What follows belongs to an exercise in optimizing a design on an open flow for small area; a production flow would make more cautious choices. Function was checked by simulation only, so behaviour that the tests miss may differ from the original. The clock port is modelled as an ideal driver; clocking choices that lean on that would not hold on a real chip. Power figures rest on the tool's default switching activity, not on a simulated workload.

File: flow/standard.sh
#!/bin/bash
# synth_recipe.tcl (not shown) runs the flow's synth.tcl, then flattens the netlist and writes it again
# the make line also repeats each setting of config.mk as NAME=value (left out here)
make -C /OpenROAD-flow-scripts/flow DESIGN_CONFIG=/design/flow/config.mk WORK_HOME=/design/flow/orfs CLKGATE_MAP_FILE= SYNTH_SCRIPT=/design/flow/synth_recipe.tcl "${@:-finish}"
File: flow/config.mk
export PLATFORM = sky130hd
export DESIGN_NAME = UART_SYS
export DESIGN_NICKNAME = UART_SYS
export VERILOG_FILES = /design/flow/design.v
export SDC_FILE = /design/flow/constraint.sdc
export NUM_CORES = 4
export LEC_CHECK = 0
export CAP_MARGIN = 20
export CORE_MARGIN = 2
export CORE_UTILIZATION = 40
export CTS_BUF_LIST = sky130_fd_sc_hd__clkbuf_8
export SLEW_MARGIN = 20
File: flow/flow/run.sh
#!/bin/bash
# Standard layout, with clock tree synthesis told not to add dummy loads and
# the port buffers made from the smallest buffer cell.
set -euo pipefail
bash standard.sh "CTS_ARGS=-sink_clustering_enable -repair_clock_nets -buf_list sky130_fd_sc_hd__clkbuf_8 -dont_use_dummy_load" "BUFFER_PORTS_ARGS=-buffer_cell sky130_fd_sc_hd__buf_1" finish > orfs_flow.log 2>&1
File: flow/design.v
module UART_SYS
(
 input   wire                          CLK,
 input   wire                          RST_N,
 input   wire                          UART_RX_IN,
 output  wire                          UART_TX_O,
 output  reg                           parity_error,
 output  reg                           framing_error
);
reg  [6:0]  pos;
wire        tick = &pos[3:0];
wire        wrap = &pos;
wire        last7 = pos[2:0] == 3'd7;
reg         clr;             
always @(posedge CLK or negedge RST_N)
  if (!RST_N) begin
    pos <= 7'd32;
    clr <= 1'b1;
  end else begin
    pos <= wrap ? 7'd32 : pos + 7'd1;
    if (wrap) clr <= 1'b0;
  end
reg        act;              
reg  [3:0] bc;               
reg  [7:0] rxd;
reg        rpar;
wire       rxv  = tick && act && (bc == 4'd10) && UART_RX_IN && !parity_error;
always @(posedge CLK or negedge RST_N)
  if (!RST_N) begin
    act <= 1'b0;
    parity_error  <= 1'b0;
    framing_error <= 1'b0;
  end else if (tick) begin
    if (!act) begin
      if (!UART_RX_IN) act <= 1'b1;
    end else begin
      if (bc == 4'd9) parity_error <= rpar ^ UART_RX_IN;
      if (bc == 4'd10) begin
        framing_error <= !UART_RX_IN;
        act <= 1'b0;
      end
    end
  end
always @(posedge CLK)
  if (tick) begin
    if (!act) begin
      bc   <= 4'd1;
      rpar <= 1'b0;
    end else begin
      bc <= bc + 4'd1;
      if (bc <= 4'd8) begin
        rxd  <= {UART_RX_IN, rxd[7:1]};
        rpar <= rpar ^ UART_RX_IN;
      end
    end
  end
localparam [3:0] S_IDLE = 4'd0, S_AA1 = 4'd1, S_AA2 = 4'd2, S_BB1 = 4'd3,
                 S_CC1  = 4'd4, S_CC2 = 4'd5, S_FN  = 4'd6,
                 E_WR   = 4'd8, E_RD  = 4'd9, E_ALU = 4'd10, E_BB = 4'd11;
reg  [3:0]  ps;
wire [3:0]  es = ps;
reg  [3:0]  arg;
reg  [7:0]  ra, rb;           
reg  [15:0] P;
reg  [3:0]  tb;               
reg         req, hi, tpar;
reg         c, z;
reg  [95:0] ring;
wire [7:0]  H = P[15:8];
wire [7:0]  L = P[7:0];
wire [3:0]  fn = rxd[3:0];
wire        do_wr  = rxv && ps == S_AA2;               
wire        do_rd  = rxv && ps == S_BB1;               
wire        do_alu = rxv && ps == S_FN;                
wire        ringst = es == E_WR || es == E_RD;
wire        xfer   = ringst && pos[6:3] == arg;
always @(posedge CLK or negedge RST_N)
  if (!RST_N)
    ps <= S_IDLE;
  else if (rxv)
    case (ps)
      S_IDLE: ps <= (rxd == 8'hAA) ? S_AA1 :
                    (rxd == 8'hBB) ? S_BB1 :
                    (rxd == 8'hCC) ? S_CC1 :
                    (rxd == 8'hDD) ? S_FN  : S_IDLE;
      S_AA1:  ps <= S_AA2;
      S_AA2:  ps <= (arg[3:2] != 2'b00) ? E_WR : S_IDLE;
      S_BB1:  ps <= (fn[3:2] != 2'b00) ? E_RD : E_BB;
      S_CC1:  ps <= S_CC2;
      S_CC2:  ps <= S_FN;
      S_FN:   ps <= E_ALU;
      default: ps <= S_IDLE;
    endcase
  else if (last7 && (ps[3:1] == 3'b101 || (ps[3:1] == 3'b100 && xfer)))
    ps <= S_IDLE;
always @(posedge CLK) begin
  if (rxv && ps != S_AA2)
    arg <= fn;
  if (clr || (rxv && (ps == S_CC1 || (ps == S_AA2 && arg == 4'd0))))
    ra <= clr ? 8'd0 : rxd;
  if (clr || (rxv && (ps == S_CC2 || (ps == S_AA2 && arg == 4'd1))))
    rb <= clr ? 8'd0 : rxd;
end
wire        alust = es == E_ALU;
wire        bbst  = es == E_BB;
wire        mulst = alust && arg == 4'd2;
wire        divst = alust && arg == 4'd3;
wire [7:0]  ax = divst ? {H[6:0], L[7]} : H;
wire [7:0]  ay = divst ? ~rb : (mulst && L[0]) ? ra : 8'd0;
wire [8:0]  asum = {1'b0, ax} + {1'b0, ay} + {8'd0, divst};
wire [7:0]  s  = asum[7:0];
wire        co = asum[8];
wire        bnz = |rb;
wire        ge = (H[7] | co) & bnz;            
wire        sa  = H[0];
wire        sb  = L[0];
wire        sbx = (arg == 4'd0) ? sb : !sb;           
wire        cn  = (arg == 4'd14) ? sa : ((sa & sbx) | (sa & c) | (sbx & c));
wire        zn  = z & !(sa ^ sb);
reg         fb;
always @(*)
  if (bbst)
    case (arg[1:0])
      2'd0: fb = sa;
      2'd1: fb = sb;
      2'd2: fb = pos[2:0] == 3'd0 || pos[2:0] == 3'd6;    
      default: fb = pos[2:0] == 3'd4;                    
    endcase
  else
    case (arg)
      4'd0, 4'd1: fb = sa ^ sbx ^ c;
      4'd4:  fb = sa & sb;
      4'd5:  fb = sa | sb;
      4'd6:  fb = !(sa & sb);
      4'd7:  fb = !(sa | sb);
      4'd8:  fb = sa ^ sb;
      4'd9:  fb = !(sa ^ sb);
      4'd13: fb = H[1];
      4'd14: fb = c;
      default: fb = 1'b0;
    endcase
reg  [7:0]  hip;         
always @(*)
  case (arg)
    4'd0, 4'd14: hip = {7'd0, cn};
    4'd1:        hip = {8{!cn}};
    4'd6, 4'd7, 4'd9: hip = 8'hFF;
    default:     hip = 8'h00;
  endcase
wire        txdata = (tb >= 4'd2) && (tb <= 4'd9);
wire        txnext = tick && (tb == 4'd0 || tb == 4'd11);
always @(posedge CLK or negedge RST_N)
  if (!RST_N) begin
    req <= 1'b0;
    hi  <= 1'b0;
  end else begin
    if (txnext) begin
      if (req)     req <= 1'b0;
      else if (hi) hi  <= 1'b0;
    end
    if ((xfer || bbst || alust) && last7) begin
      if (es != E_WR) req <= 1'b1;
      if (alust)      hi  <= 1'b1;
    end
  end
always @(posedge CLK)
  if (do_alu || do_rd) begin
    c <= (fn == 4'd0 || fn == 4'd14) ? 1'b0 : 1'b1;
    z <= 1'b1;
  end else begin
    c <= cn;
    z <= zn;
  end
wire        serst = bbst || (alust && !mulst);         
wire        alul  = alust && last7;                    
wire        lin   = xfer ? ring[0] : serst ? fb : s[0];
wire        cx    = alul && arg == 4'd11 && cn && !zn;
wire        cy    = alul && ((arg == 4'd10 && zn) || (arg == 4'd12 && !cn));
always @(posedge CLK) begin
  if (do_wr)
    P[7:0] <= rxd;
  else if (do_alu || do_rd)
    P <= {(fn[3:1] == 3'd1) ? 8'd0 : ra, (fn == 4'd3) ? ra : rb};
  else if (divst) begin
    P[15:8] <= last7 ? 8'd0 : ge ? s : ax;
    P[7:0]  <= {L[6:0], ge};
  end else if (serst || mulst || xfer || (tick && txdata)) begin
    P[15:8] <= {co, s[7:1]} | (alul ? hip : 8'd0);
    P[7:0]  <= {lin, L[7:3], L[2] | cx | cy & arg[2], L[1] | cy};
  end
end
always @(posedge CLK)
  ring <= {clr ? 1'b0 : (xfer && es == E_WR) ? L[0] : ring[0], ring[95:1]};
always @(posedge CLK or negedge RST_N)
  if (!RST_N)
    tb <= 4'd0;
  else if (tick) begin
    if (tb == 4'd0 || tb == 4'd11)
      tb <= (req || hi) ? 4'd1 : 4'd0;
    else
      tb <= tb + 4'd1;
  end
always @(posedge CLK)
  if (tick) begin
    if (tb == 4'd1) tpar <= 1'b0;
    else if (txdata) tpar <= tpar ^ P[0];
  end
assign UART_TX_O = (tb == 4'd1) ? 1'b0 :
                   txdata       ? P[0] :
                   (tb == 4'd10) ? tpar : 1'b1;
endmodule
File: flow/constraint.sdc
create_clock -name core_clock -period 32.0 [get_ports {CLK}]
set_input_delay 6.4000 -clock core_clock [delete_from_list [all_inputs] [get_ports {CLK}]]
set_output_delay 6.4000 -clock core_clock [all_outputs]
set_load 0.01 [all_outputs]
==> impl_metrics.json, run 1 <==
{
  "nNetsFinal": 626,
  "power_frac_seq_pct": 66.5,
  "synthFlopType": "dfxtp_1",
  "setup_viol": 0,
  "ys_ff_latch": 169,
  "cts_hold_buf": 0,
  "arrival_ns": 1.99,
  "hpwlAfterDp_um": 8930,
  "die_area_um2": 18000,
  "combPwrFrac_pct": 0.4,
  "drt-vias-per-instance": 5.21,
  "startpoint_type": "flip-flop",
  "required_ns": 25.60,
  "core_um2": 16600,
  "rows": 47,
  "grtUsageTotal_pct": 15.4,
  "wl_um": 12900,
  "grt_start_max_net_pins": 31,
  "ys_types": 72,
  "cts-buffers-inserted": 17,
  "finalClockSkew_ns": 0.0322,
  "crit_chain": "inv_1 > ha_1 > o41ai_1 > o22a_1 > buf_1",
  "cts_setup_buffers": 0,
  "min_period_over_period_pct": 26.2,
  "grt_antenna_before_repair": 0,
  "async_flop_share_pct": 12.4,
  "dr.pass1.iters": 4,
  "slew_violations": 0,
  "status": "complete, no violations",
  "grt_pass1_wl_um": 21600,
  "insertion_delay_ns": 0.45,
  "first_global_vias": 4253,
  "netSwitchingFraction_pct": 19.2,
  "worstSetupPathType": "reg2out",
  "cts_tree": "done",
  "yosys_warnings": 1,
  "ant_nets": 0,
  "drcViolationCount": 0,
  "fmax_mhz": 119,
  "cts.sinks": 169,
  "pin_count": 6,
  "period_needed_ns": 8.39,
  "cts_buffer_depth": 2,
  "dieWidth_um": 134,
  "cp-end-kind": "output pin",
  "worst_slew_margin_rel_pct": 46.9,
  "critPathMaxStageDelay_ns": 0.44,
  "grt-ovfl-total": 0,
  "crit_buf_inv": 2,
  "cts.clk_slew.worst_paths_ns": 0.08,
  "antenna_cells": 0,
  "slowest_stage": "dfrtp_1",
  "syn_nets": 625,
  "synth.yosys.seq_area_share_pct": 59.0,
  "p_int_uw": 267,
  "place_ws_ns": 23.40,
  "synth.avg_cell_area_um2": 11.3,
  "placedCellCount": 800,
  "route.vias.total": 4254,
  "cts_resized": 0,
  "max_slew.worst_pin.slew_ns": 0.797,
  "finalPower_uw": 330,
  "synth_edf_count": 50,
  "synth_area_um2": 6760,
  "avgRoutedWirePerCell_um": 15.8,
  "drive_gt1_share_pct": 7.37,
  "htreeDepth": 4,
  "p_leak_nw": 2.71,
  "postSynthCellCount": 598,
  "finalNonFillerCells": 817,
  "max_cap_violations": 0,
  "vdd_drop_max_mv": 0.0437,
  "gp_congestion": 0.870,
  "tns_ns": 0,
  "clock_power_share_pct": 33.1,
  "power.switching_uw": 63.5,
  "layout_setup_ws_ns": 23.61,
  "start_util_pct": 40.8,
  "power.density_nw_per_um2": 46.1,
  "drt_iter0_markers": 311,
  "area_growth_pct": 5.96,
  "crit_fanout": 6,
  "crit_family": "compound AO/OA/AOI/OAI gates",
  "io_buffers": 5,
  "hold_viol": 0,
  "root_buffer": "clkbuf_8",
  "hold_path_class": "reg2reg",
  "rsz0062_at_grt": "false",
  "die_h_um": 134,
  "worst_hold_slack_ns": 0.303
}
## stage by stage
step,cell area [um^2],util (%)
after floorplan,6760,-
after global placement,6930,41.8
after detailed placement,6930,41.8
after CTS,7170,43.2
after global routing,7170,43.2
final,7170,43.2
## cells in the final DEF, fill, tap and decap left out, types with 3 or more instances in the layout
| cell | n |
|---|---|
| xnor2_1 | 14 |
| and2_1 | 7 |
| nor4_1 | 6 |
| mux2i_1 | 14 |
| nand4_1 | 3 |
| nor2_1 | 33 |
| nand2_1 | 69 |
| a21o_1 | 5 |
| clkbuf_8 | 17 |
| and3b_1 | 3 |
| o2111ai_1 | 4 |
| a211oi_1 | 4 |
| fa_1 | 3 |
| nor4b_1 | 3 |
| and3_1 | 4 |
| nor3_1 | 10 |
| nor2b_1 | 13 |
| dfrtp_1 | 19 |
| edfxtp_1 | 50 |
| o21a_1 | 6 |
| nand2b_1 | 4 |
| xor2_1 | 8 |
| nand3b_1 | 3 |
| nand3_1 | 15 |
| inv_1 | 23 |
| o211ai_1 | 8 |
| mux2_2 | 8 |
| ha_1 | 21 |
| o21ai_0 | 44 |
| nand2_2 | 3 |
| buf_1 | 5 |
| dfxtp_1 | 98 |
| a31oi_1 | 6 |
| a21oi_1 | 15 |
| a22oi_1 | 3 |
## registers in the layout, summed over array words and instances (netlist names)
signal         flops
clr                1
hi                 1
parity_error       1
rxd                8
P                 16
rpar               1
tpar               1
framing_error      1
act                1
ring              96
c                  1
rb                 8
req                1
arg                4
pos                7
bc                 4
z                  1
tb                 4
ra                 8
ps                 4
## final timing paths
| check | slack (ns) | cells after the start | endpoint | startpoint |
|---|---|---|---|---|
| hold reg to reg | 0.30 | 0 | ring[21] | ring[22] |
| min in group asynchronous | 5.92 | 2 | parity_error | RST_N |
| hold / removal | 0.30 | 0 | ring[21] | ring[22] |
| setup reg to reg | 27.27 | 11 | P[13] | arg[0] |
| setup / recovery | 23.61 | 5 | UART_TX_O | tb[0] |
| max in group asynchronous | 25.77 | 2 | pos[5] | RST_N |
## final cells by class
type / count / area, um^2
tap: 220 / 275
multi-input combinational: 381 / 2550
inverter: 24 / 90.1
fill: 1616 / 9420
timing repair buffer: 6 / 26.3
clock buffer: 17 / 234
sequential: 169 / 3990
## cells in the mapped netlist (5+ instances only)
cell type | instances | share of area (%)
dfxtp_1 | 98 | 29
nand2_1 | 69 | 3.8
edfxtp_1 | 50 | 22
o21ai_0 | 44 | 3.3
nor2_1 | 33 | 1.8
inv_1 | 23 | 1.3
ha_1 | 21 | 3.9
dfrtp_1 | 19 | 7.0
a21oi_1 | 15 | 1.1
nand3_1 | 15 | 1.1
mux2i_1 | 14 | 2.1
xnor2_1 | 14 | 1.8
nor2b_1 | 13 | 1.2
nor3_1 | 10 | 0.74
buf_2 | 9 | 0.67
clkbuf_1 | 9 | 0.50
mux2_2 | 8 | 1.3
o211ai_1 | 8 | 0.89
xor2_1 | 8 | 1.0
and2_1 | 7 | 0.65
a31oi_1 | 6 | 0.56
nor4_1 | 6 | 0.56
o21a_1 | 6 | 0.67
a21o_1 | 5 | 0.56
## power by group through the flow
stage / clock [mW] / sequential [mW] / combinational (mW)
4_1_cts: 0.113 / 0.220 / 0.00147
2_1_floorplan: 0 / 0.225 / 0.000382
3_5_place_dp: 0 / 0.225 / 0.00147
5_1_grt: 0.122 / 0.220 / 0.00164
6_report: 0.109 / 0.220 / 0.00142
3_3_place_gp: 0 / 0.225 / 0.00138
## worst reg2reg max path, stage by stage (launching register included)
cell,delay [ns]
edfxtp_1,0.86
nand4_4,0.61
inv_2,0.40
a22oi_1,0.16
fa_1,0.45
fa_1,0.44
and2b_1,0.27
o2111ai_1,0.18
a41oi_2,0.71
nor3b_2,0.11
a31oi_1,0.19
nand3_1,0.09
## routing by layer
metal / GRT usage (%) / part of all wire, %
met3: 4.42 / 5.2
met1: 20.6 / 48
met4: 6.08 / 1.7
met5: 0 / 0
met2: 23.8 / 46
## cells by family (layout without fill, tap and decap cells)
group,count (synthesis),in the layout,share of synthesized area [%]
and+or+nand+nor,192,192,15.0
AOI/OAI and AO/OA,121,121,11.7
xor gates and xnor gates,22,22,2.85
adders and majority gates,24,24,4.77
DFF,169,169,59.0
buffers and inverters,48,47,3.29
muxes,22,22,3.40
==> run 2, diff against run 1 <==
==> flow/flow/run.sh (replaced) <==
#!/bin/bash
# Standard layout, with three changes: clock tree synthesis adds no dummy
# loads, the port buffers use the smallest buffer cell, and after clock tree
# synthesis flow/down.tcl downsizes clock buffers while every flip-flop clock
# pin keeps a slew of at most 110 ps.
set -euo pipefail
bash standard.sh \
  "CTS_ARGS=-sink_clustering_enable -repair_clock_nets -buf_list sky130_fd_sc_hd__clkbuf_8 -dont_use_dummy_load" \
  "BUFFER_PORTS_ARGS=-buffer_cell sky130_fd_sc_hd__buf_1" \
  "POST_CTS_TCL=$(pwd)/flow/down.tcl" \
  finish > orfs_flow.log 2>&1
==> flow/flow/down.tcl (new file) <==
# Downsize clock buffers while every flip-flop clock pin keeps a slew of at
# most 110 ps (estimated from placement).
proc clk_worst_slew {} {
  set ws 0
  foreach pin [get_pins -hierarchical */CLK] {
    set s [get_property $pin slew_max]
    if {$s > $ws} { set ws $s }
  }
  return $ws
}
set limit 0.110
estimate_parasitics -placement
foreach inst [get_cells *] {
  set m [get_property $inst ref_name]
  if {![string match "sky130_fd_sc_hd__clkbuf_*" $m]} { continue }
  foreach cand {sky130_fd_sc_hd__clkbuf_2 sky130_fd_sc_hd__clkbuf_4} {
    if {[string equal $cand $m]} { break }
    replace_cell $inst [get_lib_cells */$cand]
    estimate_parasitics -placement
    if {[clk_worst_slew] <= $limit} {
      puts "DOWNSIZE [get_property $inst name] $m -> $cand"
      set m $cand
      break
    }
    replace_cell $inst [get_lib_cells */$m]
    estimate_parasitics -placement
  }
}
puts "WORST_AFTER [clk_worst_slew]"
==> run 2 against run 1 <==
  * First-iteration DRC count increased by 4.5%
  * Die area stayed put
  * Non-clock buffer count unchanged
  * Count of clock-buffer cells in the layout unchanged
  * Core utilization is 0.36 points lower
  * Fmax fell by 1.6%
  * Via count fell by 0.40%
  * Flip-flop and latch count stayed put
  * Largest cell class unchanged
  * Sequential power about the same
  * Sequential share of layout area increased by 0.47 points
  * Register-to-register slack improved by 0.02 ns
==> impl_metrics.json, run 2 <==
{
  "largest_reg_flops": 96,
  "die_h_um": 134,
  "max_cap_violations": 0,
  "grtUsageTotal_pct": 15.5,
  "hold_path_class": "reg2reg",
  "postSynthCellCount": 598,
  "hpwlAfterDp_um": 8930,
  "area_growth_pct": 5.07,
  "syn_nets": 625,
  "critPathMaxStageDelay_ns": 0.45,
  "finalNonFillerCells": 818,
  "required_ns": 25.60,
  "wl_um": 12900,
  "insertion_delay_ns": 0.55,
  "nNetsFinal": 626,
  "grt_start_max_net_pins": 31,
  "slew_violations": 0,
  "yosysMostFrequentCell": "dfxtp_1",
  "pin_count": 6,
  "io_buffers": 5,
  "synth_area_um2": 6760,
  "status": "complete, no violations",
  "dr.pass1.iters": 4,
  "die_area_um2": 18000,
  "yosys.area.top_type": "dfxtp_1",
  "ys_types": 72,
  "setup_viol": 0,
  "vdd_drop_max_mv": 0.0436,
  "top_register": "ring",
  "multi_input_area_um2": 2550,
  "final_core_utilization_pct": 42.8,
  "crit_fanout": 6,
  "route.vias.total": 4237,
  "crit_chain": "inv_1 > ha_1 > o41ai_1 > o22a_1 > buf_1",
  "drt_iter0_markers": 325,
  "fmax_mhz": 117,
  "ys_ff_latch": 169,
  "ant_nets": 0,
  "reg.largest.list": "ring (96), P (16)",
  "rsz0062_at_grt": "false",
  "placedCellCount": 800,
  "synthFlopType": "dfxtp_1",
  "cts.sinks": 169,
  "worstSetupPathType": "reg2out",
  "finalClockSkew_ns": 0.0317,
  "startpoint_type": "flip-flop",
  "cp-end-kind": "output pin",
  "drive_gt1_share_pct": 7.37,
  "drt-vias-per-instance": 5.18,
  "grt_pass1_wl_um": 21600,
  "avgRoutedWirePerCell_um": 15.8,
  "yosys_warnings": 1,
  "first_global_vias": 4247,
  "rows": 47,
  "core_um2": 16600,
  "grt_antenna_before_repair": 1,
  "start_util_pct": 40.8,
  "slowest_stage": "dfrtp_1",
  "power.density_nw_per_um2": 44.3,
  "layout_commonest_cell": "dfxtp_1",
  "p_leak_nw": 2.69,
  "synth.avg_cell_area_um2": 11.3,
  "hold_viol": 0,
  "cts.clk_slew.worst_paths_ns": 0.10,
  "n_fill_cell": 1625,
  "worst_slew_margin_rel_pct": 46.2,
  "synth_common_cells": "98 x dfxtp_1, 69 x nand2_1, 50 x edfxtp_1",
  "synth.yosys.seq_area_share_pct": 59.0,
  "arrival_ns": 2.12,
  "ys_top_cells_by_area": "dfxtp_1 29%, edfxtp_1 22%, dfrtp_1 7.0%",
  "synth_top_cell_area_share_pct": 29.0,
  "tns_ns": 0,
  "async_flop_share_pct": 12.4,
  "gp_congestion": 0.870,
  "drcViolationCount": 0,
  "grt-ovfl-total": 0,
  "min_period_over_period_pct": 26.6,
  "synth_edf_count": 50,
  "mostFrequentLayoutCells": "98 x dfxtp_1, 69 x nand2_1, 50 x edfxtp_1",
  "period_needed_ns": 8.52,
  "area.sequential_um2": 3990,
  "dieWidth_um": 134,
  "max_slew.worst_pin.slew_ns": 0.806,
  "cts_tree": "done"
}
==> run 2: cell counts after synthesis <==
No cell type changed its count.
==> run 2: per-stage QoR <==
| step | power, mW | hold WS, ns | worst slack [ns] | area (um^2) |
|---|---|---|---|---|
| after floorplan | 0.225 | 0.310 | 23.98 | 6760 |
| after global placement | 0.226 | 0.311 | 23.47 | 6930 |
| after detailed placement | 0.226 | 0.312 | 23.40 | 6930 |
| after global routing | 0.329 | 0.312 | 23.25 | 7110 |
| final | 0.315 | 0.301 | 23.48 | 7110 |
==> run 2: worst paths after layout <==
path	to	slack, ns	start	cells after the start
hold / removal	ring[35]	0.30	ring[36]	0
max in group asynchronous	pos[5]	25.90	RST_N	2
min in group asynchronous	pos[1]	5.81	RST_N	2
setup reg to reg	P[9]	27.29	arg[0]	11
hold reg to reg	ring[35]	0.30	ring[36]	0
setup / recovery	UART_TX_O	23.48	tb[0]	5
==> run 2: cell type report <==
cell class	count	share of cell area, %
inverters	24	1.27
diodes	1	0.0352
flip-flops and latches	169	56.2
clock buffers	17	2.41
repair buffers	6	0.370
multi-input cells	381	35.9
well taps	220	3.87
==> run 2: cells by family (layout without fill, tap and decap cells) <==
group	Yosys count	in the layout	synth area share, %
and+or+nand+nor	192	192	15.0
AOI/OAI and AO/OA	121	121	11.7
buffers and inverters	48	47	3.29
adders and majority gates	24	24	4.77
muxes	22	22	3.40
other	0	1	0
xor gates and xnor gates	22	22	2.85
DFF	169	169	59.0
==> run 2: power by group <==
group / switching (mW) / total [mW] / internal, mW / leakage, nW
Combinational: 0.000966 / 0.00141 / 0.000441 / 1.10
Clock: 0.0603 / 0.0937 / 0.0334 / 0.0963
Sequential: 0.000177 / 0.220 / 0.219 / 1.49
==> run 2: worst max-delay path, delay by kind of cell (launching register included) <==
kind                       cells  cell delay (ns)
DFF                            1             0.45
buffers and inverters          2             0.25
adders and majority gates      1             0.22
AOI/OAI and AO/OA              2             0.64
==> run 2: routing by layer <==
layer | track usage [%] | part of all wire (%) | up-vias
li1 | - | - | 2113
met1 | 20.6 | 48 | 2023
met2 | 23.9 | 46 | 87
met3 | 4.76 | 5.0 | 14
met4 | 5.56 | 1.5 | 0
met5 | 0 | 0 | -
==> run 3, diff against run 2 <==
==> flow/flow/run.sh (replaced) <==
#!/bin/bash
# Standard layout (standard synthesis unchanged), with these changes:
# - after floorplan, flow/rmp.tcl re-maps the combinational logic for area
#   (OpenROAD restructure) onto the platform's cells less its don't-use cells;
# - clock tree synthesis adds no dummy loads, and flow/down.tcl then downsizes
#   clock buffers while every flip-flop clock pin keeps a slew of at most 110 ps;
# - the port buffers use the smallest buffer cell.
set -euo pipefail
W=$(pwd)
python3 "$W/flow/rmp_lib.py" "$FLOW_HOME" "$W/rmp.lib" > rmp_lib.log 2>&1
export RMP_LIB="$W/rmp.lib"
bash standard.sh \
  "POST_FLOORPLAN_TCL=$W/flow/rmp.tcl" \
  "CTS_ARGS=-sink_clustering_enable -repair_clock_nets -buf_list sky130_fd_sc_hd__clkbuf_8 -dont_use_dummy_load" \
  "BUFFER_PORTS_ARGS=-buffer_cell sky130_fd_sc_hd__buf_1" \
  "POST_CTS_TCL=$W/flow/down.tcl" \
  finish > orfs_flow.log 2>&1
==> flow/flow/rmp.tcl (new file) <==
# After floorplan: re-map the combinational logic for area with OpenROAD's
# restructure (ABC); registers and ports are left as they are.
file mkdir $::env(OBJECTS_DIR)/rmp
log_cmd restructure -liberty_file $::env(RMP_LIB) -target area \
  -tielo_port [join $::env(TIELO_CELL_AND_PORT) /] \
  -tiehi_port [join $::env(TIEHI_CELL_AND_PORT) /] \
  -work_dir $::env(OBJECTS_DIR)/rmp \
  -abc_logfile $::env(LOG_DIR)/2_1_rmp_abc.log
==> flow/flow/rmp_lib.py (new file) <==
"""Write a copy of the platform's liberty file without the cells the platform
marks don't-use, for the logic restructuring step (flow/rmp.tcl) to map onto.
usage: python3 rmp_lib.py FLOW_HOME OUT_LIB"""
import fnmatch, re, sys

flow_home, out = sys.argv[1], sys.argv[2]
plat = flow_home + "/platforms/sky130hd"
cfg = open(plat + "/config.mk").read()
m = re.search(r"DONT_USE_CELLS\s*\+?=\s*((?:.*\\\n)*.*)", cfg)
pats = m.group(1).replace("\\\n", " ").split() if m else []
src = open(plat + "/lib/sky130_fd_sc_hd__tt_025C_1v80.lib").read()
cell = re.compile(r'\n[ \t]*cell[ \t]*\([ \t]*"?(\w+)"?[ \t]*\)[ \t]*\{')
parts, last, pos = [], 0, 0
while True:
    m = cell.search(src, pos)
    if not m:
        break
    depth, j = 1, m.end()
    while depth:
        j = min(k for k in (src.find("{", j), src.find("}", j)) if k >= 0)
        depth += 1 if src[j] == "{" else -1
        j += 1
    if any(fnmatch.fnmatch(m.group(1), p) for p in pats):
        parts.append(src[last:m.start()])
        last = j
    pos = j
parts.append(src[last:])
open(out, "w").write("".join(parts))
==> run 3 against run 2 <==
  * Still clean on timing, DRC and antenna
  * Power increased by 1.0%
  * Cell area decreased by 6.7%
  * Critical path depth increased by 6
  * Wire length decreased by 1.1%
  * Sequential power about the same
  * Core utilization decreased by 2.9 points
  * Hold slack improved by 0.0044 ns
  * Cell count decreased by 3.2%
  * Clock power increased by 3.7%
  * Die area unchanged
  * Via count increased by 1.5%
  * Sequential share of layout area increased by 4.1 points
  * Largest cell class unchanged
  * Largest power group unchanged
==> impl_metrics.json, run 3 <==
{
  "hold_viol": 0,
  "grt_pass1_wl_um": 21000,
  "postSynthCellCount": 598,
  "dr.pass1.iters": 4,
  "die_h_um": 134,
  "rsz0062_at_grt": "false",
  "met2_usage_pct": 22.4,
  "grtUsageTotal_pct": 14.9,
  "synth_area_um2": 6760,
  "max_slew.worst_pin.slew_ns": 1.06,
  "reg.largest.list": "ring (96), P (16)",
  "power.density_nw_per_um2": 48.0,
  "top_register": "ring",
  "drcViolationCount": 0,
  "vdd_drop_max_mv": 0.0329,
  "required_ns": 32.38,
  "mostFrequentLayoutCells": "98 x dfxtp_1, 79 x clkinv_1, 52 x nor2_1",
  "gp_congestion": 0.930,
  "yosysMostFrequentCell": "dfxtp_1",
  "synthFlopType": "dfxtp_1",
  "synth.yosys.seq_area_share_pct": 59.0,
  "place_ws_ns": 22.75,
  "avgRoutedWirePerCell_um": 16.1,
  "cts_tree": "done",
  "drt-vias-per-instance": 5.43,
  "drive_gt1_share_pct": 4.55,
  "crit_chain": "buf_1 > clkinv_1 > nor3_1 > clkinv_1 > nor2_1 > nand2_1 > clkinv_1 > nor2_1 > clkinv_1 > nor2_1 > nor2_1",
  "tns_ns": 0,
  "met1_usage_pct": 19.9,
  "p_int_uw": 256,
  "yosys_warnings": 1,
  "synth_common_cells": "98 x dfxtp_1, 69 x nand2_1, 50 x edfxtp_1",
  "layout_commonest_cell": "dfxtp_1",
  "worst_slew_margin_rel_pct": 28.2,
  "cp-end-kind": "flip-flop",
  "crit_fanout": 11,
  "cts.sinks": 169,
  "combPwrFrac_pct": 0.4,
  "io_buffers": 5,
  "wl_um": 12700,
  "insertion_delay_ns": 0.73,
  "max_cap_violations": 0,
  "power_frac_seq_pct": 69.0,
  "die_area_um2": 18000,
  "slowest_stage": "nor2_1",
  "grt_busiest_layer": "met2",
  "arrival_ns": 8.90,
  "slew_violations": 0,
  "syn_nets": 625,
  "area_growth_pct": -2.02,
  "ys_ff_latch": 169,
  "crit_family": "simple AND/OR/NAND/NOR gates",
  "cts.clk_slew.worst_paths_ns": 0.10,
  "core_um2": 16600,
  "crit_buf_inv": 5,
  "status": "complete, no violations",
  "synth_top_cell_area_share_pct": 29.0,
  "netSwitchingFraction_pct": 19.3,
  "finalClockSkew_ns": 0.0329,
  "grt-ovfl-total": 0,
  "hpwlAfterDp_um": 9010,
  "ys_types": 72,
  "worstSetupPathType": "in2reg",
  "fmax_mhz": 117,
  "setup_viol": 0,
  "grt_antenna_before_repair": 1,
  "nNetsFinal": 576,
  "gr-usage-met3_pct": 4.01,
  "grt_start_max_net_pins": 26,
  "largest_reg_flops": 96,
  "final_core_utilization_pct": 40.0,
  "ys_top_cells_by_area": "dfxtp_1 29%, edfxtp_1 22%, dfrtp_1 7.0%",
  "worst_hold_slack_ns": 0.306,
  "critPathMaxStageDelay_ns": 0.54,
  "pin_count": 6,
  "hold_path_class": "reg2reg",
  "synth_edf_count": 50,
  "n_fill_cell": 1610,
  "layout_setup_ws_ns": 23.48,
  "async_flop_share_pct": 12.4,
  "rows": 47,
  "start_util_pct": 40.8,
  "route.vias.total": 4299,
  "drt_iter0_markers": 312,
  "min_period_over_period_pct": 26.6,
  "clock_power_share_pct": 30.6,
  "p_leak_nw": 2.28,
  "dieWidth_um": 134,
  "ant_nets": 0,
  "yosys.area.top_type": "dfxtp_1",
  "period_needed_ns": 8.52,
  "startpoint_type": "primary input",
  "power.switching_uw": 61.5,
  "synth.avg_cell_area_um2": 11.3,
  "first_global_vias": 4219
}
## run 3: cell count changes in the layout (fill, tap and decap cells not counted), moves of 14 or more
cell / delta
o22ai_1: +30
nand2_1: -50
nor2_1: +19
mux2i_1: -14
clkinv_1: +79
o21ai_0: -27
inv_1: -23
ha_1: -21
## run 3: stage by stage
stage	cells	cell area [um^2]	power [mW]
after global placement	772	6420	0.226
final	792	6630	0.318
after floorplan	598	6760	0.225
after detailed placement	773	6430	0.226
after global routing	792	6630	0.330
## run 3: cell families (layout without fill, tap and decap cells)
family / Yosys count / count (layout) / share of synthesized area [%]
other: 0 / 1 / 0
and+or+nand+nor: 192 / 122 / 15.0
buffers and inverters: 48 / 107 / 3.29
adders and majority gates: 24 / 0 / 4.77
xor gates and xnor gates: 22 / 3 / 2.85
DFF: 169 / 169 / 59.0
AOI/OAI and AO/OA: 121 / 170 / 11.7
muxes: 22 / 0 / 3.40
## run 3: final cells by class
type	count	area (um^2)	area share [%]
timing repair buffer	11	65.1	0.982
clock buffer	17	188	2.83
multi-input combinational	295	1810	27.3
inverter	79	297	4.48
antenna	1	2.50	0.0378
sequential	169	3990	60.2
tap	220	275	4.15
## run 3: metal layers
layer | up-vias | wire length, um
met1 | 2051 | 5990
li1 | 2095 | -
met3 | 29 | 669
met5 | - | 0
met2 | 124 | 5770
met4 | 0 | 320
## run 3: final timing paths
path | start | end | slack, ns | cells past startpoint
hold / removal | ring[36] | ring[35] | 0.31 | 0
setup reg to reg | ps[2] | P[10] | 26.43 | 18
min in group asynchronous | RST_N | act | 5.70 | 1
hold reg to reg | ring[36] | ring[35] | 0.31 | 0
setup / recovery | UART_RX_IN | P[9] | 23.48 | 11
max in group asynchronous | RST_N | pos[5] | 25.66 | 2
## run 3: power by group through the flow
stage	Combinational [mW]	Clock [mW]	Sequential [mW]
3_5_place_dp	0.00136	0	0.224
2_1_floorplan	0.000382	0	0.225
3_3_place_gp	0.00113	0	0.224
5_1_grt	0.00151	0.109	0.220
6_report	0.00130	0.0972	0.220
## run 3: worst register-to-register path: stages, from the launching register on
cell	delay [ns]
dfrtp_1	0.47
nor2_1	0.21
clkinv_1	0.22
nor3_1	0.52
clkinv_1	0.20
nor4_2	0.17
buf_4	0.27
clkinv_1	0.57
o22ai_1	0.55
o2bb2ai_1	0.21
a21boi_0	0.21
o22ai_1	0.08
a31oi_1	0.27
o21bai_1	0.20
o41ai_1	0.27
buf_4	0.22
clkinv_1	0.25
o221ai_1	0.28
o221ai_1	0.15
==> run 4, diff against run 3 <==
--- a/flow/config.mk
+++ b/flow/config.mk
@@ -6,7 +6,8 @@
 export NUM_CORES = 4
 export LEC_CHECK = 0
-export CAP_MARGIN = 20
+export ABC_AREA = 1
+export CAP_MARGIN = 10
 export CORE_MARGIN = 2
 export CORE_UTILIZATION = 40
 export CTS_BUF_LIST = sky130_fd_sc_hd__clkbuf_8
-export SLEW_MARGIN = 20
+export SLEW_MARGIN = 10
==> run 4 against run 3 <==
  * Global-route usage grew 0.068 points
  * Hold slack gained 0.0036 ns
  * Wire length shrank 1.9%
  * Die area grew 0.41%
  * Cell area shrank 1.6%
  * Critical endpoint is now P[5]
  * Largest cell class unchanged
  * Largest power group unchanged
  * Highest routed layer unchanged
==> impl_metrics.json, run 4 <==
{
  "crit_family": "simple AND/OR/NAND/NOR gates",
  "postSynthCellCount": 724,
  "yosysMostFrequentCell": "nand2_1",
  "period_needed_ns": 8.79,
  "crit_fanout": 11,
  "yosys_warnings": 1,
  "drt-vias-per-instance": 5.36,
  "fmax_mhz": 114,
  "synth_area_um2": 6790,
  "syn_nets": 751,
  "core_um2": 16600,
  "startpoint_type": "primary input",
  "die_area_um2": 18000,
  "wl_um": 12500,
  "gp_congestion": 0.858,
  "worstSetupPathType": "in2reg",
  "cts_tree": "done",
  "synth_top_cell_area_share_pct": 28.9,
  "io_buffers": 5,
  "grtUsageTotal_pct": 15.0,
  "critPathMostFrequentCell": "clkinv_1",
  "reg.largest.list": "ring (96), P (16)",
  "max_slew.worst_pin.slew_ns": 1.09,
  "min_period_over_period_pct": 27.5,
  "setup_viol": 0,
  "dieWidth_um": 134,
  "power.density_nw_per_um2": 48.7,
  "insertion_delay_ns": 0.73,
  "dr.pass1.iters": 7,
  "worst_hold_slack_ns": 0.309,
  "slew_violations": 0,
  "finalClockSkew_ns": 0.0593,
  "crit_chain": "buf_1 > nand2_1 > clkinv_1 > o21ai_0 > clkinv_1 > nor2_1 > clkinv_1 > nor2_1 > nand2_1",
  "yosys.area.top_type": "dfxtp_1",
  "synth.avg_cell_area_um2": 9.38,
  "vdd_drop_max_mv": 0.0479,
  "die_h_um": 134,
  "grt-ovfl-total": 0,
  "drt_iter0_markers": 399,
  "rsz0062_at_grt": "false",
  "hpwlAfterDp_um": 8810,
  "ys_types": 45,
  "ant_nets": 0,
  "synth.yosys.seq_area_share_pct": 58.8,
  "grt_pass1_wl_um": 21000,
  "n_fill_cell": 1623,
  "drcViolationCount": 0,
  "cts.clk_slew.worst_paths_ns": 0.10,
  "synth_edf_count": 50,
  "drive_gt1_share_pct": 3.91,
  "max_cap_violations": 0,
  "worst_slew_margin_rel_pct": 26.5,
  "slowest_stage": "clkinv_1",
  "synth_common_cells": "164 x nand2_1, 98 x dfxtp_1, 79 x inv_1",
  "p_leak_nw": 2.23,
  "avgRoutedWirePerCell_um": 15.9,
  "layout_commonest_cell": "dfxtp_1",
  "route.vias.total": 4222,
  "final_core_utilization_pct": 39.3,
  "required_ns": 32.37,
  "pin_count": 6,
  "status": "complete, no violations",
  "crit_buf_inv": 4,
  "start_util_pct": 41.0,
  "critPathMaxStageDelay_ns": 0.57,
  "first_global_vias": 4128,
  "grt_antenna_before_repair": 1,
  "async_flop_share_pct": 12.4,
  "mostFrequentLayoutCells": "98 x dfxtp_1, 78 x clkinv_1, 58 x nor2_1",
  "top_register": "ring",
  "arrival_ns": 9.17,
  "hold_path_class": "reg2reg",
  "grt_start_max_net_pins": 26,
  "rows": 47,
  "area_growth_pct": -4.02,
  "largest_reg_flops": 96,
  "cp-end-kind": "flip-flop",
  "ys_top_cells_by_area": "dfxtp_1 29%, edfxtp_1 22%, nand2_1 9.1%",
  "hold_viol": 0,
  "tns_ns": 0,
  "cts.sinks": 169,
  "synthFlopType": "dfxtp_1",
  "ys_ff_latch": 169,
  "nNetsFinal": 568
}
run 4: path summary, 6_finish.rpt:
path                       cells past startpoint       end        from  slack, ns
min                                            0  ring[70]    ring[71]       0.31
min reg2reg                                    0  ring[70]    ring[71]       0.31
max reg2reg                                   19     P[14]       ps[3]      25.78
max in group asynchronous                      1    pos[5]       RST_N      25.95
min in group asynchronous                      1       act       RST_N       5.64
max                                            9      P[5]  UART_RX_IN      23.21
run 4: report_power, final:
part | leakage [nW] | internal (mW) | switching, mW
Clock | 0.103 | 0.0361 | 0.0603
Combinational | 0.663 | 0.000331 | 0.000917
Sequential | 1.46 | 0.219 | 0.000176
Total | 2.23 | 0.256 | 0.0614
run 4: kinds of logic (layout without fill, tap and decap cells):
| logic type | after synthesis | count (layout) | share of synthesized area [%] |
|---|---|---|---|
| flip-flops | 169 | 169 | 58.8 |
| adder cells (fa/ha/maj) | 24 | 0 | 4.75 |
| AO/OA/AOI/OAI | 90 | 169 | 7.50 |
| other | 0 | 5 | 0 |
| buffers and inverters | 101 | 102 | 5.97 |
| XOR/XNOR | 11 | 3 | 1.42 |
| AND/OR/NAND/NOR | 329 | 120 | 21.6 |
run 4: per-stage QoR:
stage | total power, mW | cell area [um^2] | std cells | worst slack (ns)
2_1_floorplan | 0.225 | 6790 | 724 | 24.08
3_3_place_gp | 0.226 | 6320 | 766 | 22.59
5_1_grt | 0.331 | 6520 | 788 | 22.91
3_5_place_dp | 0.226 | 6320 | 766 | 22.51
6_report | 0.317 | 6520 | 788 | 23.21
run 4: layout make-up:
class | count | area [um^2] | share of cell area (%)
tap | 220 | 275 | 4.22
antenna | 5 | 12.5 | 0.192
inverter | 78 | 293 | 4.49
timing repair buffer | 7 | 35.0 | 0.537
sequential | 169 | 3990 | 61.2
clock buffer | 17 | 185 | 2.84
multi-input combinational | 292 | 1730 | 26.5
run 4: metal layers:
layer | track usage (%) | routed length, um
met5 | 0 | 0
met4 | 6.67 | 352
met3 | 4.50 | 770
met2 | 22.3 | 5580
met1 | 20.2 | 5800
==> run 5, diff against run 4 <==
--- a/flow/flow/run.sh
+++ b/flow/flow/run.sh
@@ -4,5 +4,5 @@
 #   (OpenROAD restructure) onto the platform's cells less its don't-use cells;
 # - clock tree synthesis adds no dummy loads, and flow/down.tcl then downsizes
-#   clock buffers while every flip-flop clock pin keeps a slew of at most 110 ps;
+#   clock buffers while every flip-flop clock pin keeps a slew of at most 120 ps;
 # - the port buffers use the smallest buffer cell.
 set -euo pipefail
--- a/flow/flow/down.tcl
+++ b/flow/flow/down.tcl
@@ -9,5 +9,5 @@
   return $ws
 }
-set limit 0.110
+set limit 0.120
 estimate_parasitics -placement
 foreach inst [get_cells *] {
==> run 5 against run 4 <==
  * Clock skew rose by 0.0075 ns
  * Still clean
  * Power is 1.9% lower
  * Wire length rose by 0.34%
  * Non-clock buffer count unchanged
  * Critical endpoint is now P[3]
  * Register-to-register slack gained 0.02 ns
  * Cell area shrank 0.38%
  * Die area is the same
  * Critical path depth did not move
  * Fmax down 0.47%
==> impl_metrics.json, run 5 <==
{
  "status": "complete, no violations",
  "first_global_vias": 4128,
  "design_area_um2": 6490,
  "synth_top_cell_area_share_pct": 28.9,
  "tns_ns": 0,
  "cts.clk_slew.worst_paths_ns": 0.11,
  "finalPower_uw": 311,
  "slew_violations": 0,
  "route.vias.total": 4239,
  "yosysMostFrequentCell": "nand2_1",
  "finalNonFillerCells": 788,
  "max_cap_violations": 0,
  "async_flop_share_pct": 12.4,
  "vdd_drop_max_mv": 0.0434,
  "drcViolationCount": 0,
  "combPwrFrac_pct": 0.4,
  "reg.largest.list": "ring (96), P (16)",
  "crit_family": "simple AND/OR/NAND/NOR gates",
  "grt_start_max_net_pins": 26,
  "dr.pass1.iters": 5,
  "area_growth_pct": -4.38,
  "power_frac_seq_pct": 70.5,
  "gp_congestion": 0.858,
  "drt_iter0_markers": 397,
  "synth_edf_count": 50,
  "yosys.area.top_type": "dfxtp_1",
  "dieWidth_um": 134,
  "regToRegSetupSlack_ns": 25.80,
  "start_util_pct": 41.0,
  "worstSetupPathType": "in2reg",
  "hold_path_depth": 0,
  "placedCellCount": 766,
  "crit_chain": "buf_1 > nand2_1 > clkinv_1 > o21ai_0 > clkinv_1 > nor2_1 > clkinv_1 > nor2_1 > nand2_1",
  "hold_viol": 0,
  "cp-end-kind": "flip-flop",
  "startpoint_type": "primary input",
  "mostFrequentLayoutCells": "98 x dfxtp_1, 78 x clkinv_1, 58 x nor2_1",
  "arrival_ns": 9.18,
  "critPathMaxStageDelay_ns": 0.59,
  "r2r-end": "P[14]",
  "worst_slew_margin_rel_pct": 27.7,
  "insertion_delay_ns": 0.71,
  "crit_fanout": 11,
  "io_buffers": 5,
  "power.density_nw_per_um2": 48.0,
  "grt_antenna_before_repair": 1,
  "clock_power_share_pct": 29.1,
  "synth_common_cells": "164 x nand2_1, 98 x dfxtp_1, 79 x inv_1",
  "max_slew.worst_pin.slew_ns": 1.07,
  "grt_pass1_wl_um": 21000,
  "top_register": "ring",
  "p_leak_nw": 2.22,
  "required_ns": 32.35,
  "drive_gt1_share_pct": 3.91,
  "ff2ff_path_depth": 19,
  "wl_um": 12500,
  "largest_reg_flops": 96,
  "grtUsageTotal_pct": 15.0,
  "netSwitchingFraction_pct": 19.5,
  "yosys_warnings": 1,
  "critPathMostFrequentCell": "clkinv_1",
  "fmax_mhz": 113,
  "ys_ff_latch": 169,
  "slowest_stage": "clkinv_1",
  "synthFlopType": "dfxtp_1",
  "worst_hold_slack_ns": 0.304,
  "place_area_um2": 6320,
  "crit_buf_inv": 4,
  "finalClockSkew_ns": 0.0668,
  "hpwlAfterDp_um": 8810,
  "p_int_uw": 251,
  "synth.yosys.seq_area_share_pct": 58.8,
  "final_core_utilization_pct": 39.2,
  "grt-ovfl-total": 0,
  "core_um2": 16600,
  "place_ws_ns": 22.51,
  "cp-startpoint": "UART_RX_IN",
  "rsz0062_at_grt": "false",
  "ant_nets": 0,
  "layout_commonest_cell": "dfxtp_1",
  "worstHoldStart": "ring[72]",
  "syn_nets": 751,
  "die_h_um": 134,
  "ys_top_cells_by_area": "dfxtp_1 29%, edfxtp_1 22%, nand2_1 9.1%",
  "nNetsFinal": 568,
  "period_needed_ns": 8.83,
  "synth_area_um2": 6790,
  "pin_count": 6,
  "drt-vias-per-instance": 5.38,
  "r2r_start": "ps[3]",
  "synth.avg_cell_area_um2": 9.38,
  "ys_types": 45,
  "postSynthCellCount": 724,
  "hold_path_class": "reg2reg",
  "rows": 47,
  "power.switching_uw": 60.8,
  "avgRoutedWirePerCell_um": 15.9,
  "whs_endpoint": "ring[71]",
  "min_period_over_period_pct": 27.6,
  "cts_tree": "done",
  "layout_setup_ws_ns": 23.17,
  "die_area_um2": 18000,
  "cts.sinks": 169,
  "setup_viol": 0
}
-- run 5: cell counts after synthesis --
No cell type changed its count.
-- run 5: layer usage --
layer	vias up	routed length (um)	global-route usage (%)
li1	2042	-	-
met1	2011	5820	20.2
met2	159	5620	22.3
met3	27	779	4.50
met4	0	329	6.67
met5	-	0	0
-- run 5: power by group through the flow --
stage	registers (mW)	clock network (mW)	logic (mW)
final	0.220	0.0905	0.00125
after global routing	0.220	0.104	0.00146
after detailed placement	0.224	0	0.00128
after global placement	0.224	0	0.00122
after floorplan	0.224	0	0.000346
-- run 5: cells by family (layout without fill, tap and decap cells) --
| group | count (synthesis) | after routing | share of synthesized area, % |
|---|---|---|---|
| compound gates | 90 | 169 | 7.50 |
| flops | 169 | 169 | 58.8 |
| simple gates | 329 | 120 | 21.6 |
| other cells | 0 | 5 | 0 |
| buf+inv | 101 | 102 | 5.97 |
| xor+xnor | 11 | 3 | 1.42 |
| fa+ha+maj | 24 | 0 | 4.75 |
-- run 5: worst reg2reg max path, cell delays in order (launching register included) --
cell and delay, ns:
dfrtp_1 0.45, clkinv_1 0.14, nor2_1 0.30, nand3_1 0.19, nor3_1 0.20, buf_4 0.28, clkinv_1 0.62, o22ai_1 0.55
clkinv_1 0.11, o22ai_1 0.23, a21oi_1 0.17, o22a_1 0.25, o22ai_1 0.30, nand3b_1 0.16, nor3_1 0.27, nor3_1 0.10
a21oi_1 0.70, clkinv_1 0.47, o221ai_1 0.31, o221ai_1 0.15
-- run 5: area by class of cell --
type	count	area, um^2
Tap cell	220	275
Clock buffer	17	160
Antenna cell	5	12.5
Fill cell	1625	10100
Inverter	78	293
Multi-Input combinational cell	292	1730
Sequential cell	169	3990
Timing Repair Buffer	7	35.0
-- run 5: worst max-delay path by stage --
stage	to	cells after the start	slack, ns
6_report	P[3]	9	23.17
5_1_grt	P[4]	9	22.89
3_5_place_dp	P[5]	9	22.51
2_1_floorplan	ra[0]	5	24.08
3_3_place_gp	P[2]	9	22.59
==> run 6, diff against run 5 <==
--- a/flow/flow/down.tcl
+++ b/flow/flow/down.tcl
@@ -1,4 +1,4 @@
 # Downsize clock buffers while every flip-flop clock pin keeps a slew of at
-# most 110 ps (estimated from placement).
+# most 120 ps (estimated from placement).
 proc clk_worst_slew {} {
   set ws 0
==> run 6 against run 5 <==
  * First-iteration DRC count is the same
  * Largest power group unchanged
  * Clock skew is the same
  * Synthesized cell count is the same
  * Sequential power is essentially flat
  * Core utilization is the same
  * Hold slack is the same
  * Wire length is the same
  * Flip-flop and latch count is the same
==> impl_metrics.json, run 6 <==
{
  "ant_nets": 0,
  "whs_endpoint": "ring[71]",
  "met2_usage_pct": 22.3,
  "power_frac_seq_pct": 70.5,
  "postSynthCellCount": 724,
  "cp-end-kind": "flip-flop",
  "grt_pass1_wl_um": 21000,
  "arrival_ns": 9.18,
  "start_util_pct": 41.0,
  "p_leak_nw": 2.22,
  "ys_top_cells_by_area": "dfxtp_1 29%, edfxtp_1 22%, nand2_1 9.1%",
  "insertion_delay_ns": 0.71,
  "fmax_mhz": 113,
  "p_int_uw": 251,
  "worstSetupPathType": "in2reg",
  "grtUsageTotal_pct": 15.0,
  "ys_ff_latch": 169,
  "drt_iter0_markers": 397,
  "ff2ff_path_depth": 19,
  "grt_antenna_before_repair": 1,
  "top_register": "ring",
  "gr-usage-met3_pct": 4.50,
  "clock_power_share_pct": 29.1,
  "min_period_over_period_pct": 27.6,
  "area_growth_pct": -4.38,
  "rows": 47,
  "cts.clk_slew.worst_paths_ns": 0.11,
  "final_core_utilization_pct": 39.2,
  "synth.yosys.seq_area_share_pct": 58.8,
  "setup_viol": 0,
  "dr.pass1.iters": 5,
  "finalClockSkew_ns": 0.0668,
  "wl_um": 12500,
  "drcViolationCount": 0,
  "yosys_warnings": 1,
  "synth_area_um2": 6790,
  "syn_nets": 751,
  "crit_fanout": 11,
  "die_area_um2": 18000,
  "rsz0062_at_grt": "false",
  "grt_busiest_layer": "met2",
  "max_slew.worst_pin.slew_ns": 1.07,
  "hold_viol": 0,
  "met1_usage_pct": 20.2,
  "hold_path_class": "reg2reg",
  "required_ns": 32.35,
  "power.density_nw_per_um2": 48.0,
  "route.vias.total": 4239,
  "io_buffers": 5,
  "nNetsFinal": 568,
  "first_global_vias": 4128,
  "vdd_drop_max_mv": 0.0434,
  "power.switching_uw": 60.8,
  "hold_path_depth": 0,
  "slew_violations": 0,
  "synth_edf_count": 50,
  "yosys.area.top_type": "dfxtp_1",
  "grt_start_max_net_pins": 26,
  "hpwlAfterDp_um": 8810,
  "synth_top_cell_area_share_pct": 28.9,
  "die_h_um": 134,
  "layout_commonest_cell": "dfxtp_1",
  "mostFrequentLayoutCells": "98 x dfxtp_1, 78 x clkinv_1, 58 x nor2_1",
  "worst_slew_margin_rel_pct": 27.7,
  "tns_ns": 0,
  "reg.largest.list": "ring (96), P (16)",
  "drive_gt1_share_pct": 3.91,
  "avgRoutedWirePerCell_um": 15.9,
  "dieWidth_um": 134,
  "cts_tree": "done",
  "startpoint_type": "primary input",
  "pin_count": 6,
  "r2r_start": "ps[3]",
  "yosysMostFrequentCell": "nand2_1",
  "cts.sinks": 169,
  "gp_congestion": 0.858,
  "netSwitchingFraction_pct": 19.5,
  "async_flop_share_pct": 12.4,
  "synth_common_cells": "164 x nand2_1, 98 x dfxtp_1, 79 x inv_1",
  "r2r-end": "P[14]",
  "max_cap_violations": 0,
  "ys_types": 45,
  "largest_reg_flops": 96,
  "core_um2": 16600,
  "worstHoldStart": "ring[72]",
  "period_needed_ns": 8.83,
  "grt-ovfl-total": 0,
  "synth.avg_cell_area_um2": 9.38,
  "regToRegSetupSlack_ns": 25.80,
  "combPwrFrac_pct": 0.4,
  "drt-vias-per-instance": 5.38,
  "status": "complete, no violations",
  "synthFlopType": "dfxtp_1"
}
## run 6: cell counts in the layout (fill, tap and decap cells not counted)
Identical to the previous run, type by type.
## run 6: how the worst max path moves through the flow
stage	slack, ns	endpoint	from
detailed placement	22.51	P[5]	UART_RX_IN
floorplan	24.08	ra[0]	UART_RX_IN
global route	22.89	P[4]	UART_RX_IN
global placement	22.59	P[2]	UART_RX_IN
finish	23.17	P[3]	UART_RX_IN
## run 6: area by class of cell
| cell class | instances | area [um^2] |
|---|---|---|
| Antenna cell | 5 | 12.5 |
| Clock buffer | 17 | 160 |
| Fill cell | 1625 | 10100 |
| Inverter | 78 | 293 |
| Multi-Input combinational cell | 292 | 1730 |
| Sequential cell | 169 | 3990 |
| Tap cell | 220 | 275 |
| Timing Repair Buffer | 7 | 35.0 |
## run 6: cell families (layout without fill, tap and decap cells)
family	count (synthesis)	in the layout	synth area share, %
other	0	5	0
and+or+nand+nor	329	120	21.6
DFF	169	169	58.8
adders and majority gates	24	0	4.75
xor gates and xnor gates	11	3	1.42
AOI/OAI and AO/OA	90	169	7.50
buffers and inverters	101	102	5.97
## run 6: critical path: stages
cell and delay, ns:
buf_1 0.14, nand2_1 0.28, clkinv_1 0.14, o21ai_0 0.42
clkinv_1 0.59, nor2_1 0.56, clkinv_1 0.22, nor2_1 0.17
nand2_1 0.25
## run 6: metal layers
layer / vias to the layer above / share of wire (%) / routed length (um)
met5: - / 0 / 0
met4: 0 / 2.6 / 329
met3: 27 / 6.2 / 779
met2: 159 / 45 / 5620
met1: 2011 / 46 / 5820
li1: 2042 / - / -
## run 6: metrics by stage
| stage | total power, mW | hold slack [ns] | worst slack, ns | cell area [um^2] | std cells |
|---|---|---|---|---|---|
| 3_5_place_dp | 0.226 | 0.312 | 22.51 | 6320 | 766 |
| 6_report | 0.311 | 0.304 | 23.17 | 6490 | 788 |
| 5_1_grt | 0.325 | 0.312 | 22.89 | 6490 | 788 |
| 3_3_place_gp | 0.226 | 0.311 | 22.59 | 6320 | 766 |
| 2_1_floorplan | 0.225 | 0.310 | 24.08 | 6790 | 724 |
## run 6: power groups by stage
stage | Sequential (mW) | Clock (mW) | Combinational (mW)
floorplan | 0.224 | 0 | 0.000346
detailed placement | 0.224 | 0 | 0.00128
finish | 0.220 | 0.0905 | 0.00125
global route | 0.220 | 0.104 | 0.00146
global placement | 0.224 | 0 | 0.00122
==> run 7, diff against run 6 <==
--- a/flow/config.mk
+++ b/flow/config.mk
@@ -9,5 +9,5 @@
 export CAP_MARGIN = 10
 export CORE_MARGIN = 2
-export CORE_UTILIZATION = 40
+export CORE_UTILIZATION = 65
 export CTS_BUF_LIST = sky130_fd_sc_hd__clkbuf_8
 export SLEW_MARGIN = 10
==> run 7 against run 6 <==
  * Clock skew shrank 0.012 ns
  * Clock power fell by 7.5%
  * Synthesized cell count stayed put
  * Sequential power is essentially flat
  * Fmax fell by 2.8%
  * Global-route usage is 7.6 points higher
  * Synthesized area did not move
  * Largest cell class unchanged
  * Via count shrank 0.19%
  * Register-to-register slack improved by 0.09 ns
  * Hold slack worse by 0.0056 ns
  * Count of clock-buffer cells in the layout did not move
  * Worst setup slack worse by 0.25 ns
==> impl_metrics.json, run 7 <==
{
  "syn_nets": 751,
  "rsz0062_at_grt": "false",
  "cp-end-kind": "flip-flop",
  "pin_count": 6,
  "place_ws_ns": 22.60,
  "finalClockSkew_ns": 0.0545,
  "ant_nets": 0,
  "wl_um": 11800,
  "top_register": "ring",
  "drive_gt1_share_pct": 4.09,
  "p_leak_nw": 2.21,
  "min_period_over_period_pct": 28.4,
  "regToRegSetupSlack_ns": 25.89,
  "setup_viol": 0,
  "required_ns": 32.15,
  "yosysMostFrequentCell": "nand2_1",
  "period_needed_ns": 9.09,
  "largest_reg_flops": 96,
  "whs_endpoint": "ring[64]",
  "crit_fanout": 11,
  "mostFrequentLayoutCells": "98 x dfxtp_1, 78 x clkinv_1, 58 x nor2_1",
  "r2r-end": "P[14]",
  "slew_violations": 0,
  "worstSetupPathType": "in2reg",
  "area_growth_pct": -6.28,
  "first_global_vias": 3825,
  "synthFlopType": "dfxtp_1",
  "tns_ns": 0,
  "dieWidth_um": 106,
  "finalPower_uw": 304,
  "ys_types": 45,
  "grtUsageTotal_pct": 22.5,
  "cts.sinks": 169,
  "grt_antenna_before_repair": 0,
  "nNetsFinal": 568,
  "postSynthCellCount": 724,
  "vdd_drop_max_mv": 0.0444,
  "synth_top_cell_area_share_pct": 28.9,
  "antenna_cells": 0,
  "ys_top_cells_by_area": "dfxtp_1 29%, edfxtp_1 22%, nand2_1 9.1%",
  "worst_slew_margin_rel_pct": 20.9,
  "max_slew.worst_pin.slew_ns": 1.17,
  "layout_commonest_cell": "dfxtp_1",
  "ys_ff_latch": 169,
  "arrival_ns": 9.24,
  "synth_area_um2": 6790,
  "start_util_pct": 66.4,
  "yosys_warnings": 1,
  "hold_path_class": "reg2reg",
  "r2r_start": "ps[3]",
  "power.density_nw_per_um2": 47.8,
  "startpoint_type": "primary input",
  "rows": 37,
  "worstHoldStart": "ring[65]",
  "hpwlAfterDp_um": 8350,
  "io_buffers": 5,
  "hold_path_depth": 0,
  "drt-vias-per-instance": 6.05,
  "worst_hold_slack_ns": 0.299,
  "synth.yosys.seq_area_share_pct": 58.8,
  "cts_tree": "done",
  "max_cap_violations": 0,
  "core_um2": 10200,
  "grt-ovfl-total": 0,
  "synth.avg_cell_area_um2": 9.38,
  "fmax_mhz": 110,
  "die_area_um2": 11300,
  "synth_edf_count": 50,
  "insertion_delay_ns": 0.53,
  "hold_viol": 0,
  "gp_congestion": 0.871,
  "route.vias.total": 4231,
  "grt_start_max_net_pins": 26,
  "final_core_utilization_pct": 62.2,
  "dr.pass1.iters": 5,
  "grt_pass1_wl_um": 19500,
  "drt_iter0_markers": 465,
  "die_h_um": 106,
  "avgRoutedWirePerCell_um": 16.9,
  "async_flop_share_pct": 12.4,
  "reg.largest.list": "ring (96), P (16)",
  "ff2ff_path_depth": 19,
  "layout_setup_ws_ns": 22.91,
  "synth_common_cells": "164 x nand2_1, 98 x dfxtp_1, 79 x inv_1",
  "status": "complete, no violations",
  "yosys.area.top_type": "dfxtp_1",
  "cts.clk_slew.worst_paths_ns": 0.11,
  "drcViolationCount": 0
}
run 7: routing by layer:
| layer | vias up | part of all wire [%] | GRT usage (%) |
|---|---|---|---|
| li1 | 2030 | - | - |
| met1 | 1980 | 48 | 33.6 |
| met2 | 186 | 42 | 30.6 |
| met3 | 35 | 7.1 | 5.52 |
| met4 | 0 | 2.7 | 11.4 |
| met5 | - | 0 | 0 |
run 7: power by group:
group          switching [mW]  internal [mW]  leakage (nW)
clock                  0.0560         0.0277        0.0855
combinational        0.000886       0.000331         0.663
sequential           0.000176          0.219          1.46
total                  0.0570          0.247          2.21
run 7: through the flow:
stage,instances,instance area (um^2)
after floorplan,724,6790
after global placement,682,6220
after detailed placement,682,6220
after global routing,699,6360
final,699,6360
run 7: cell families (layout without fill, tap and decap cells):
group | count (synthesis) | count (layout) | share of synthesized area (%)
AOI/OAI and AO/OA | 90 | 169 | 7.50
xor gates and xnor gates | 11 | 3 | 1.42
adders and majority gates | 24 | 0 | 4.75
buffers and inverters | 101 | 102 | 5.97
DFF | 169 | 169 | 58.8
and+or+nand+nor | 329 | 120 | 21.6
run 7: worst max-delay path by stage:
stage                          start  cells after the start  endpoint
after floorplan           UART_RX_IN                      5     ra[0]
after global placement    UART_RX_IN                      9      P[2]
after detailed placement  UART_RX_IN                      9      P[3]
after global routing      UART_RX_IN                      9      P[0]
final                     UART_RX_IN                      9      P[2]
run 7: final cells by class:
type	instances	area (um^2)
repair buffers	7	35.0
flip-flops and latches	169	3990
multi-input cells	292	1730
well taps	136	170
clock buffers	17	144
fillers	830	3870
inverters	78	293
run 7: critical path, cell delays in order:
cell and delay, ns:
buf_1 0.13, nand2_1 0.26, clkinv_1 0.13, o21ai_0 0.45, clkinv_1 0.61, nor2_1 0.57, clkinv_1 0.24, nor2_1 0.18
nand2_1 0.26
==> run 8, diff against run 7 <==
--- a/flow/design.v
+++ b/flow/design.v
@@ -22,8 +22,9 @@
   end
 reg        act;              
-reg  [3:0] bc;               
-reg  [7:0] rxd;
+reg  [9:0] R;
 reg        rpar;
-wire       rxv  = tick && act && (bc == 4'd10) && UART_RX_IN && !parity_error;
+wire [7:0] rxd  = R[8:1];
+wire       rstop = act && R[0];                  
+wire       rxv  = tick && rstop && UART_RX_IN && !rpar;
 always @(posedge CLK or negedge RST_N)
   if (!RST_N) begin
@@ -34,10 +35,8 @@
     if (!act) begin
       if (!UART_RX_IN) act <= 1'b1;
-    end else begin
-      if (bc == 4'd9) parity_error <= rpar ^ UART_RX_IN;
-      if (bc == 4'd10) begin
-        framing_error <= !UART_RX_IN;
-        act <= 1'b0;
-      end
+    end else if (R[0]) begin
+      parity_error  <= rpar;
+      framing_error <= !UART_RX_IN;
+      act <= 1'b0;
     end
   end
@@ -45,12 +44,9 @@
   if (tick) begin
     if (!act) begin
-      bc   <= 4'd1;
+      if (!UART_RX_IN) R <= 10'b10_0000_0000;
       rpar <= 1'b0;
     end else begin
-      bc <= bc + 4'd1;
-      if (bc <= 4'd8) begin
-        rxd  <= {UART_RX_IN, rxd[7:1]};
-        rpar <= rpar ^ UART_RX_IN;
-      end
+      R    <= {UART_RX_IN, R[9:1]};
+      rpar <= rpar ^ UART_RX_IN;
     end
   end
==> run 8 against run 7 <==
  * Non-clock buffer count decreased by 1
  * Cell area decreased by 1.6%
  * Sequential share of layout area increased by 0.056 points
  * Cell count decreased by 1.1%
  * Critical path type unchanged
  * Still clean on timing, DRC and antenna
==> impl_metrics.json, run 8 <==
{
  "status": "complete, no violations",
  "finalClockSkew_ns": 0.0398,
  "area_growth_pct": -5.92,
  "rows": 36,
  "required_ns": 32.35,
  "die_area_um2": 11100,
  "first_global_vias": 3925,
  "ys_types": 51,
  "nNetsFinal": 563,
  "slew_violations": 0,
  "grt-ovfl-total": 0,
  "arrival_ns": 8.92,
  "mostFrequentLayoutCells": "98 x dfxtp_1, 70 x clkinv_1, 61 x nor2_1",
  "finalNonFillerCells": 691,
  "drt_iter0_markers": 497,
  "synth_edf_count": 48,
  "synth_common_cells": "143 x nand2_1, 98 x dfxtp_1, 89 x inv_1",
  "grt_antenna_before_repair": 0,
  "crit_buf_inv": 4,
  "ys_ff_latch": 167,
  "dr.pass1.iters": 8,
  "max_cap_violations": 0,
  "setup_viol": 0,
  "die_h_um": 105,
  "cp-end-kind": "flip-flop",
  "vdd_drop_max_mv": 0.0475,
  "power.density_nw_per_um2": 49.4,
  "cts_tree": "done",
  "critPathMaxStageDelay_ns": 0.59,
  "route.vias.total": 4128,
  "dieWidth_um": 105,
  "largest_reg_flops": 96,
  "n_fill_cell": 810,
  "grt_pass1_wl_um": 19700,
  "top_register": "ring",
  "tns_ns": 0,
  "core_um2": 9860,
  "crit_fanout": 11,
  "finalPower_uw": 309,
  "placedCellCount": 674,
  "cts.clk_slew.worst_paths_ns": 0.10,
  "hpwlAfterDp_um": 8380,
  "fmax_mhz": 117,
  "antenna_cells": 0,
  "drcViolationCount": 0,
  "gp_congestion": 0.877,
  "synth_area_um2": 6660,
  "grt_start_max_net_pins": 26,
  "hold_viol": 0,
  "pin_count": 6,
  "worst_slew_margin_rel_pct": 22.2,
  "max_slew.worst_pin.slew_ns": 1.15,
  "hold_path_class": "reg2reg",
  "insertion_delay_ns": 0.74,
  "avgRoutedWirePerCell_um": 17.1,
  "async_flop_share_pct": 12.6,
  "grtUsageTotal_pct": 23.4,
  "slowest_stage": "nor2_1",
  "yosys_warnings": 1,
  "synth_top_cell_area_share_pct": 29.5,
  "worstSetupPathType": "in2reg",
  "crit_chain": "buf_1 > clkinv_1 > nor3_1 > o21ai_1 > clkinv_1 > nor2_1 > clkinv_1 > nor2_1 > nor2_1",
  "io_buffers": 5,
  "layout_commonest_cell": "dfxtp_1",
  "yosysMostFrequentCell": "nand2_1",
  "crit_family": "simple AND/OR/NAND/NOR gates",
  "layout_setup_ws_ns": 23.43,
  "ant_nets": 0,
  "startpoint_type": "primary input",
  "yosys.area.top_type": "dfxtp_1",
  "place_ws_ns": 22.53
}
[run 8: cell types whose count changed in the layout (fill, tap and decap cells not counted), moves of 4 or more]
cell / delta
a221oi_1: -4
a22o_1: -5
clkinv_1: -8
nand2_1: +8
o21ai_0: +4
o22ai_1: +5
[run 8: final cells by class]
| type | count | area (um^2) | share of cell area, % |
|---|---|---|---|
| flip-flops and latches | 167 | 3930 | 62.8 |
| multi-input cells | 298 | 1710 | 27.3 |
| inverters | 70 | 263 | 4.19 |
| well taps | 133 | 166 | 2.66 |
| clock buffers | 17 | 163 | 2.60 |
| repair buffers | 6 | 27.5 | 0.439 |
[run 8: path summary, 6_finish.rpt]
| path | cells after the start | slack, ns | end | from |
|---|---|---|---|---|
| min reg2reg | 0 | 0.31 | ring[55] | ring[56] |
| max reg2reg | 19 | 26.25 | P[0] | ps[3] |
| min | 0 | 0.31 | ring[55] | ring[56] |
| max in group asynchronous | 1 | 26.01 | framing_error | RST_N |
| min in group asynchronous | 1 | 5.60 | hi | RST_N |
| max | 9 | 23.43 | P[14] | UART_RX_IN |
[run 8: routing by layer]
layer / track usage (%) / part of all wire (%) / vias to the layer above
li1: - / - / 2016
met1: 32.6 / 47 / 1932
met2: 34.0 / 44 / 158
met3: 7.49 / 7.1 / 22
met4: 8.95 / 1.9 / 0
met5: 0 / 0 / -
[run 8: cell families after synthesis]
logic type	count (synthesis)	share of synthesized area, %
and+or+nand+nor	286	19.2
adders and majority gates	20	4.10
DFF	167	59.0
xor gates and xnor gates	11	1.45
buffers and inverters	107	6.37
AOI/OAI and AO/OA	107	9.79
[run 8: through the flow]
stage / utilization [%] / instance area [um^2] / hold slack, ns
after detailed placement: 61.8 / 6100 / 0.312
after global placement: 61.8 / 6100 / 0.310
after floorplan: - / 6660 / 0.310
final: 63.5 / 6260 / 0.306
after global routing: 63.5 / 6260 / 0.310
[run 8: where the power goes]
group	internal (mW)	switching (mW)	leakage, nW	total (mW)
registers	0.217	0.000505	1.44	0.217
clock network	0.0314	0.0581	0.0933	0.0896
logic	0.000662	0.00173	0.630	0.00239

Check on run 8: ideal ports give 23.431 ns setup slack; a clkbuf_16 on the clock port and buf_2 on the inputs give 23.438 ns; moving port delays by the midpoint clock arrival (0.755 ns) as well gives 22.683 ns.
